Context: an optimization exercise on an open-source flow, tuned for small area, a short achievable clock period and few clock cycles. The choices shown serve that exercise and are no tape-out recipe.
Only simulation tests tie the RTL to the original design; equivalence was not proved.

==> design.v <==
module solver (
    input  logic         clk,
    input  logic         resetN,
    input  logic         start_enable,
    input  logic [31:0]  seq1_in,
    input  logic [31:0]  seq2_in,
    input  logic [127:0] above_row_score,
    input  logic [127:0] left_col_score,
    input  logic [3:0]   tile_row,
    input  logic [3:0]   tile_col,
    output logic         solver_done,
    output logic [511:0] arrow_matrix,
    output logic [127:0] last_row_score,
    output logic [127:0] last_col_score,
    output logic [7:0]   max_score,
    output logic [7:0]   max_pos,
    output logic [3:0]   out_tile_row,
    output logic [3:0]   out_tile_col
);
    logic       busy;
    logic [3:0] tc;                      
    logic [15:0] oh;                     
    always_ff @(posedge clk or negedge resetN) begin
        if (!resetN) begin
            busy        <= 1'b0;
            tc          <= '0;
            solver_done <= 1'b0;
        end else if (!busy) begin
            if (start_enable) begin
                busy        <= 1'b1;
                solver_done <= 1'b0;
            end
        end else begin
            tc <= tc + 4'd1;
            if (tc == 4'd15) begin
                busy        <= 1'b0;
                solver_done <= 1'b1;
            end
        end
    end
    always_comb
        for (int t = 0; t < 16; t++) oh[t] = busy && (tc == 4'(t));
    always_ff @(posedge clk) begin
        if (start_enable) begin
            out_tile_row <= tile_row;
            out_tile_col <= tile_col;
        end
    end
    logic [31:0]  s1;                    
    logic [33:0]  cq;                    
    logic [23:0]  w;                     
    logic [127:0] p1;                    
    logic [127:0] p2;                    
    logic [1:0] nq_hi, nq_lo;
    logic [7:0] na_hi, na_lo;
    always_comb begin
        nq_hi = 2'b00; nq_lo = 2'b00; na_hi = 8'd0; na_lo = 8'd0;
        for (int u = 0; u < 7; u++) begin
            if (tc == 4'(u)) begin
                nq_hi = seq2_in[2*(2*u+3) +: 2];
                nq_lo = seq2_in[2*(2*u+2) +: 2];
                na_hi = above_row_score[8*(2*u+3) +: 8];
                na_lo = above_row_score[8*(2*u+2) +: 8];
            end
        end
    end
    always_ff @(posedge clk) begin
        if (!busy) begin
            s1 <= seq1_in;
            cq[3:0] <= {seq2_in[1:0], seq2_in[3:2]};
            w <= {above_row_score[15:0], 8'd0};
        end else begin
            cq[3:0] <= {nq_lo, nq_hi};
            w <= {na_hi, na_lo, w[23:16]};
        end
        cq[33:4] <= cq[29:0];
    end
    logic [255:0] hv;                    
    logic [63:0]  av;                    
    function automatic logic ge8(input logic [7:0] a, input logic [7:0] b);
        logic [7:0] g, p;
        logic [3:0] g1, p1;
        logic [1:0] g2, p2;
        g = a & ~b;
        p = a | ~b;
        for (int n = 0; n < 4; n++) begin
            g1[n] = g[2*n+1] | (p[2*n+1] & g[2*n]);
            p1[n] = p[2*n+1] & p[2*n];
        end
        for (int n = 0; n < 2; n++) begin
            g2[n] = g1[2*n+1] | (p1[2*n+1] & g1[2*n]);
            p2[n] = p1[2*n+1] & p1[2*n];
        end
        ge8 = g2[1] | (p2[1] & (g2[0] | p2[0]));
    endfunction
    function automatic logic [7:0] pand8(input logic [7:0] v);
        logic [7:0] a1, a2;
        for (int n = 0; n < 8; n++) a1[n] = (n >= 1) ? v[n] & v[n-1] : v[n];
        for (int n = 0; n < 8; n++) a2[n] = (n >= 2) ? a1[n] & a1[n-2] : a1[n];
        for (int n = 0; n < 8; n++) pand8[n] = (n >= 4) ? a2[n] & a2[n-4] : a2[n];
    endfunction
    function automatic logic [9:0] sw_cell(input logic [7:0] hd, input logic [7:0] hu,
                                           input logic [7:0] hl, input logic match);
        logic [8:0] x;
        logic [7:0] d, u, l, pd1, pd0, pu, pl, ph;
        logic       c2, dpos, upos, lpos, c_du, c_dl, c_ul, diag;
        pd1 = pand8(hd);                         
        pd0 = pand8(~hd);                        
        pu  = pand8(~{hu[7:1], 1'b0});           
        pl  = pand8(~{hl[7:1], 1'b0});
        ph  = pand8({hd[7:2], 2'b11});           
        x[0] = ~hd[0];
        x[1] = hd[1] ^ hd[0] ^ match;
        c2   = match ? (hd[1] | hd[0]) : (hd[1] & hd[0]);
        x[2] = hd[2] ^ c2;
        for (int n = 3; n < 8; n++) x[n] = hd[n] ^ (c2 & ph[n-1]);
        x[8] = c2 & ph[7];
        d[0] = ~hd[0];
        for (int n = 1; n < 8; n++) d[n] = hd[n] ^ (match ? pd1[n-1] : pd0[n-1]);
        if (match && pd1[7]) d = 8'd255;
        u[0] = hu[0];
        l[0] = hl[0];
        u[1] = ~hu[1];
        l[1] = ~hl[1];
        for (int n = 2; n < 8; n++) begin
            u[n] = hu[n] ^ pu[n-1];
            l[n] = hl[n] ^ pl[n-1];
        end
        dpos = match | (|hd[7:1]);
        upos = (|hu[7:2]) | (&hu[1:0]);
        lpos = (|hl[7:2]) | (&hl[1:0]);
        c_du = x[8] | ge8(x[7:0], hu);
        c_dl = x[8] | ge8(x[7:0], hl);
        c_ul = !lpos | ge8(hu, hl);           
        diag = dpos & c_du & c_dl;
        if (diag)              sw_cell = {2'b01, d};
        else if (!c_ul)        sw_cell = {2'b11, l};
        else if (upos)         sw_cell = {2'b10, u};
        else                   sw_cell = {2'b00, 8'd0};
    endfunction
    genvar gi, gk;
    generate
        for (gi = 0; gi < 16; gi++) begin : pe
            for (gk = 0; gk < 2; gk++) begin : ce
                logic [7:0] hl, hu, hd;
                logic       mt, force_l;
                logic [9:0] r;
                if (gk == 0) assign hl = p1[8*gi +: 8];
                else         assign hl = hv[(2*gi)*8 +: 8];
                if (gi == 0) begin
                    assign hu = w[8*(gk+1) +: 8];
                    assign hd = w[8*gk +: 8];
                end else if (gk == 0) begin
                    assign hu = p1[8*(gi-1) +: 8];
                    assign hd = p2[8*(gi-1) +: 8];
                end else begin
                    assign hu = hv[(2*gi-2)*8 +: 8];
                    assign hd = p1[8*(gi-1) +: 8];
                end
                assign mt = (s1[2*gi +: 2] == cq[2*(gi-gk+1) +: 2]);
                if (gi >= 1 && ((gi-1) % 2) == gk)
                    assign force_l = (tc == 4'((gi-1) / 2));
                else
                    assign force_l = 1'b0;
                assign r = sw_cell(hd, hu, hl, mt);
                assign hv[(2*gi+gk)*8 +: 8] = force_l ? p1[8*gi +: 8] : r[7:0];
                assign av[(2*gi+gk)*2 +: 2] = r[9:8];
            end
        end
    endgenerate
    logic [15:0] lc_02;
    always_ff @(posedge clk) begin
        for (int i = 0; i < 16; i++) begin
            if (i <= 2 ? !busy : oh[(i-1)/2 - 1])
                p1[8*i +: 8] <= left_col_score[8*i +: 8];
            else if (i % 2 == 1 || i <= 2 || (busy && tc <= 4'((15+i)/2)))
                p1[8*i +: 8] <= hv[(2*i+1)*8 +: 8];
            if (i % 2 == 0 || (busy && tc <= 4'((15+i)/2)))
                p2[8*i +: 8] <= hv[(2*i)*8 +: 8];
        end
        if (oh[7]) lc_02[7:0]  <= hv[(2*0+1)*8 +: 8];
        if (oh[8]) lc_02[15:8] <= hv[(2*2+1)*8 +: 8];
    end
    always_comb begin
        for (int i = 0; i < 16; i++) begin
            if (i == 0)          last_col_score[8*i +: 8] = lc_02[7:0];
            else if (i == 2)     last_col_score[8*i +: 8] = lc_02[15:8];
            else if (i % 2 == 1) last_col_score[8*i +: 8] = p2[8*i +: 8];
            else                 last_col_score[8*i +: 8] = p1[8*i +: 8];
        end
    end
    always_ff @(posedge clk) begin
        for (int i = 0; i < 16; i++) begin
            for (int j = 0; j < 16; j++) begin
                if (oh[(i+j) / 2])
                    arrow_matrix[32*i + 2*j +: 2] <= av[(2*i + (i+j) % 2)*2 +: 2];
            end
            if (oh[(15+i) / 2])
                last_row_score[8*i +: 8] <= hv[(2*15 + (15+i) % 2)*8 +: 8];
        end
    end
    logic [31:0] c_v;                    
    logic [15:0] c_r, c_c;               
    logic [31:0] n_v;
    logic [15:0] n_r, n_c;
    logic [31:0] cval;
    always_comb
        for (int i = 0; i < 16; i++)
            for (int k = 0; k < 2; k++) begin
                cval[2*i+k] = 1'b0;
                for (int t = 0; t < 16; t++)
                    if (2*t + k - i >= 0 && 2*t + k - i <= 15 && t + 1 < 16)
                        cval[2*i+k] = cval[2*i+k] | oh[t+1];
            end
    always_comb begin
        for (int k = 0; k < 2; k++) begin
            for (int h = 0; h < 2; h++) begin
                logic [7:0] v0 [8];
                logic [2:0] r0 [8];
                logic [7:0] v1 [4];
                logic [2:0] r1 [4];
                logic [7:0] v2 [2];
                logic [2:0] r2 [2];
                logic [7:0] v3;
                logic [2:0] r3;
                for (int q = 0; q < 8; q++) begin
                    v0[q] = cval[2*(8*h+q)+k] ? (k == 1 ? p1[8*(8*h+q) +: 8] : p2[8*(8*h+q) +: 8]) : 8'd0;
                    r0[q] = 3'(q);
                end
                for (int q = 0; q < 4; q++) begin
                    if (ge8(v0[2*q], v0[2*q+1])) begin v1[q] = v0[2*q];   r1[q] = r0[2*q];   end
                    else                         begin v1[q] = v0[2*q+1]; r1[q] = r0[2*q+1]; end
                end
                for (int q = 0; q < 2; q++) begin
                    if (ge8(v1[2*q], v1[2*q+1])) begin v2[q] = v1[2*q];   r2[q] = r1[2*q];   end
                    else                         begin v2[q] = v1[2*q+1]; r2[q] = r1[2*q+1]; end
                end
                if (ge8(v2[0], v2[1])) begin v3 = v2[0]; r3 = r2[0]; end
                else                   begin v3 = v2[1]; r3 = r2[1]; end
                n_v[(2*k+h)*8 +: 8] = v3;
                n_r[(2*k+h)*4 +: 4] = {1'(h), r3};
                n_c[(2*k+h)*4 +: 4] = {tc[2:0] - 3'd1, 1'(k)} - {1'(h), r3};
            end
        end
    end
    always_ff @(posedge clk) begin
        c_v <= n_v;
        c_r <= n_r;
        c_c <= n_c;
    end
    logic [7:0] m_v, m_p;
    always_comb begin
        logic [7:0] a_v, a_p, b_v, b_p, s_v, s_p;
        logic [7:0] t_v [5];
        logic [7:0] t_p [5];
        logic [7:0] u_v, u_p, x_v, x_p, y_v, y_p;
        if (ge8(c_v[7:0], c_v[15:8])) begin a_v = c_v[7:0];   a_p = {c_r[3:0], c_c[3:0]};   end
        else                          begin a_v = c_v[15:8];  a_p = {c_r[7:4], c_c[7:4]};   end
        if (ge8(c_v[23:16], c_v[31:24])) begin b_v = c_v[23:16]; b_p = {c_r[11:8], c_c[11:8]};   end
        else                             begin b_v = c_v[31:24]; b_p = {c_r[15:12], c_c[15:12]}; end
        if (ge8(a_v, b_v)) begin s_v = a_v; s_p = a_p; end
        else               begin s_v = b_v; s_p = b_p; end
        if (ge8(max_score, s_v)) begin m_v = max_score; m_p = max_pos; end
        else                     begin m_v = s_v;       m_p = s_p;     end
        t_v[0] = p2[8*13 +: 8]; t_p[0] = {4'd13, 4'd15};
        t_v[1] = p2[8*14 +: 8]; t_p[1] = {4'd14, 4'd14};
        t_v[2] = p2[8*15 +: 8]; t_p[2] = {4'd15, 4'd13};
        t_v[3] = p1[8*14 +: 8]; t_p[3] = {4'd14, 4'd15};
        t_v[4] = p1[8*15 +: 8]; t_p[4] = {4'd15, 4'd14};
        if (ge8(t_v[0], t_v[1])) begin u_v = t_v[0]; u_p = t_p[0]; end
        else                     begin u_v = t_v[1]; u_p = t_p[1]; end
        if (ge8(t_v[2], t_v[3])) begin x_v = t_v[2]; x_p = t_p[2]; end
        else                     begin x_v = t_v[3]; x_p = t_p[3]; end
        if (ge8(u_v, x_v)) begin y_v = u_v; y_p = u_p; end
        else               begin y_v = x_v; y_p = x_p; end
        if (!ge8(y_v, t_v[4])) begin y_v = t_v[4]; y_p = t_p[4]; end
        if (tc == 4'd15) begin
            if (!ge8(m_v, y_v)) begin m_v = y_v; m_p = y_p; end
            if (!ge8(m_v, hv[(2*15)*8 +: 8])) begin m_v = hv[(2*15)*8 +: 8]; m_p = 8'hFF; end
        end
    end
    always_ff @(posedge clk) begin
        if (busy) begin
            if (tc == 4'd0) begin
                max_score <= '0;
                max_pos   <= '0;
            end else begin
                max_score <= m_v;
                max_pos   <= m_p;
            end
        end
    end
endmodule
==> run.sh <==
#!/bin/bash
# synth_recipe.tcl (not shown) runs the flow's synth.tcl, then flattens the netlist and writes it again
# the make line also repeats each setting of config.mk as NAME=value (left out here)
make -C /OpenROAD-flow-scripts/flow DESIGN_CONFIG=/design/flow/config.mk WORK_HOME=/design/flow/orfs CLKGATE_MAP_FILE= SYNTH_SCRIPT=/design/flow/synth_recipe.tcl finish
==> config.mk <==
export PLATFORM = sky130hd
export DESIGN_NAME = solver
export DESIGN_NICKNAME = solver
export VERILOG_FILES = /design/flow/design.v
export SDC_FILE = /design/flow/constraint.sdc
export NUM_CORES = 4
export LEC_CHECK = 0
export CAP_MARGIN = 20
export CORE_MARGIN = 2
export CORE_UTILIZATION = 40
export SLEW_MARGIN = 20
==> constraint.sdc <==
create_clock -name core_clock -period 22.0 [get_ports {clk}]
set_input_delay 4.4000 -clock core_clock [delete_from_list [all_inputs] [get_ports {clk}]]
set_output_delay 4.4000 -clock core_clock [all_outputs]
set_load 0.01 [all_outputs]
==> run notes <==
status=no timing/DRC/antenna violations; Clock transition at path regs=roughly 60 ps; post-route setup TNS=0 ps; Critical Path RT=22770 ps; final-report setup violation count=0; area of the die=about 210000 sq um; Yosys warning count=27; final hold violation count=0; async set or reset register ratio after synthesis=less than 1%; antenna violations before repair=4; post-detailed-route wirelength per cell=27.4 microns; Crit Path Class=reg2reg; Levels on crit path=26; share of post-route cells with drive strength above 1=8.07%; later-pin clock latency in the skew report=between 800 and 900 ps; area share of the largest cell type after synthesis=approximately 30%; transition at the pin with the smallest max-transition slack=1120 ps; Starting Density=about 40%; Critical Path Sink Type=flop; dpl hpwl=approximately 270000 microns; Worst path top cell family by delay=compound AO/OA/AOI/OAI gates; Cell Area, Synth=83000 sq um; crit path setup slack, layout=~13000 ps; Reg2Reg Depth=26; DR vias=between 80k and 90k; detailed-route DRC error count=0; GRT Resource Usage Total=32.6%; final critical delay including setup and external delays=9410 ps; clock skew=25.8 ps; post-route ant nets=0; main area contributors after synthesis=edfxtp_1 30%, dfxtp_1 6.3%, xnor2_1 4.5%, nor2_1 4.3%, nand2_1 4.0%; Max-Slew Margin vs Limit=23.0%; longest individual stage delay on the worst path=between 700 and 800 ps; Worst Setup Slack post-DPL=12750 ps; met1 WL=149000 microns; Mean Syn Cell Area=8.60 sq um; die span in y=459 microns; part of the Yosys area used for sequential elements=36.3%; crit path max-delay cell type=or3_1; worst min-delay path class=reg2reg; clock tree from TritonCTS=built; Die X=459 microns; worst setup slack for register-to-register paths=12590 ps; global-route wire length before repair=522000 microns; CTS Buffer Depth=3; Detailed Routing Iterations Pass 1=9; cell row count=167; start point of the critical path=busy; quantity of I/O buffers inserted on ports=1123; arrival time at the worst endpoint=a little over 10000 ps; wire length on met3=36500 microns; Reg2Reg Capture Point=c_c[3]; area of the core region=207000 sq um; post-CTS setup-driven buffer insertion count=0; worst flop-to-flop path startpoint=busy; Top Layer Used=met5; fin nets=between 10k and 15k; maximum fanout along the worst path=33; post-synthesis sequential element count=1090; type of origin of the critical path=flop; RSZ-0062 raised after global routing=false; final core occ=slightly below 50%; capture point of the critical path=c_c[3]; number of buffers created by CTS=134; max_cap viols=0; via count of the first global-routing pass=slightly below 80k; worst hold-check slack=around 400 ps; Met2 Routed Length=162000 microns; maximum operating frequency=0.106 GHz; maximum number of pins on one net before global-route repair=84; CTS H-Tree Depth=4; count of buffering cells on the critical path with inverters included=4; total of cells resized after clock tree synthesis=0; Syn Inst Count=~9.6k; initial drt markers=10.1k; average vias per placed instance=6.29; Clock Sinks=1090; clock root buffer master=clkbuf_16; final RePlAce weighted congestion=0.982; routed wire length=363000 microns; global route overflow=0; layout overhead on the synthesized area=21.4%; cts-stage hold buffer count=0; fin crit share=42.8%; number of distinct standard cells referenced by the synthesized netlist=between 100 and 150; Primary FF master, synth=edfxtp_1; nets in the synthesized netlist=a little over 10k; post-synth top area cell=edfxtp_1; count of boundary I/O pins=roughly 1.1k; final max-slew violation count=0; count of flip-flops with a built-in enable after synthesis=roughly 820
final cells by class:
type / instances / area (sq um)
Tap cell: 2704 / 3380
Antenna cell: 4 / 10.0
Fill cell: 19600 / 106000
Timing Repair Buffer: 1326 / 12800
Inverter: 481 / 1810
Clock inverter: 78 / 1060
Clock buffer: 167 / 3590
Sequential cell: 1090 / 30100
Multi-Input combinational cell: 7384 / 48000
kinds of logic (layout without fill, tap and decap cells):
group | Yosys count | count (layout) | share of synthesized area [%]
other | 0 | 4 | 0
DFF | 1090 | 1090 | 36.3
adders and majority gates | 342 | 342 | 4.68
AOI/OAI and AO/OA | 2876 | 2876 | 23.9
buffers and inverters | 1172 | 2052 | 6.10
xor gates and xnor gates | 553 | 553 | 5.84
and+or+nand+nor | 3235 | 3235 | 18.4
muxes | 378 | 378 | 4.80
through the flow:
stage | instances | instance area, sq um
after global routing | 13200 | 101000
final | 13200 | 101000
after global placement | 13000 | 96000
after floorplan | 9646 | 83000
after detailed placement | 13000 | 96000
after CTS | 13200 | 101000
per-layer routing:
layer	GRT usage, %	up-vias
met4	13.4	2
met1	43.0	40300
met2	51.4	4664
met5	0	-
li1	-	37600
met3	7.55	765
state kept, by name (all words and copies together) (netlist names), 24 cells and up:
signal and flops:
c_v 32, w 24, p1 128, last_row_score 128, p2 128, s1 32
arrow_matrix 512, cq 34
how the worst min path moves through the flow:
stage,cells past startpoint,start,endpoint
2_1_floorplan,0,cq[0],cq[4]
3_3_place_gp,0,cq[0],cq[4]
3_5_place_dp,0,cq[27],cq[31]
4_1_cts,0,cq[27],cq[31]
5_1_grt,0,cq[27],cq[31]
6_report,0,cq[27],cq[31]
cell usage after synthesis, drive strengths merged (37+ instances only):
master   count
nand2      892
nor2       949
a221oi      99
a21o        60
nor4        85
maj3       181
a31oi      155
mux2i      265
o22ai      162
inv        435
clkbuf     428
xor2       124
and2        94
a21boi      47
nand2b      89
a211oi     161
dfxtp      260
clkinv      46
a22oi       77
o21a        52
ha         157
xnor2      429
edfxtp     824
nand3      302
buf        263
or3         57
o221ai      58
a32oi       42
o211ai     107
or2         77
o21ai      566
nor2b       67
a21oi      634
a31o        37
o31ai      114
mux2       113
nor3       292
a311oi      40
and3       130
a2111oi     52
nand4       83
cells in the final DEF (no fill, tap or decap), drive strengths merged, types with 181 or more instances in the layout:
cell           Yosys  final
nand2            892    892
inv              435    453
nor3             292    292
xnor2            429    429
maj3             181    181
nor2             949    949
o21ai            566    566
clkdlybuf4s50      0   1123
edfxtp           824    824
dfxtp            260    260
buf              263    203
nand3            302    302
a21oi            634    634
mux2i            265    265
Testbench counts, summed over its fixed seeds: cycles 13,056.

## static timing again, ports no longer ideal
The flow's constraints put no driver on any port. The routed layout listed below was extracted and timed again, unchanged, in two steps. Step 1 assumes that a clkbuf_16 drives the clock port and a buf_2 every other input. Step 2 also shifts input and output timing later by t, the mid clock arrival at the registers, as if the neighbouring blocks saw the same clock. Slacks: ideal / step 1 / step 2; pairs: ideal / step 1.
t (ns): 0.936
setup slack, ns: 12.593 / 12.593 / 12.593
cell pins on the clock port's net: 1
After both steps this run still meets setup and hold. For this run, drivers alone change the setup slack by 0.000 ns; drivers and shift together by 0.000 ns.
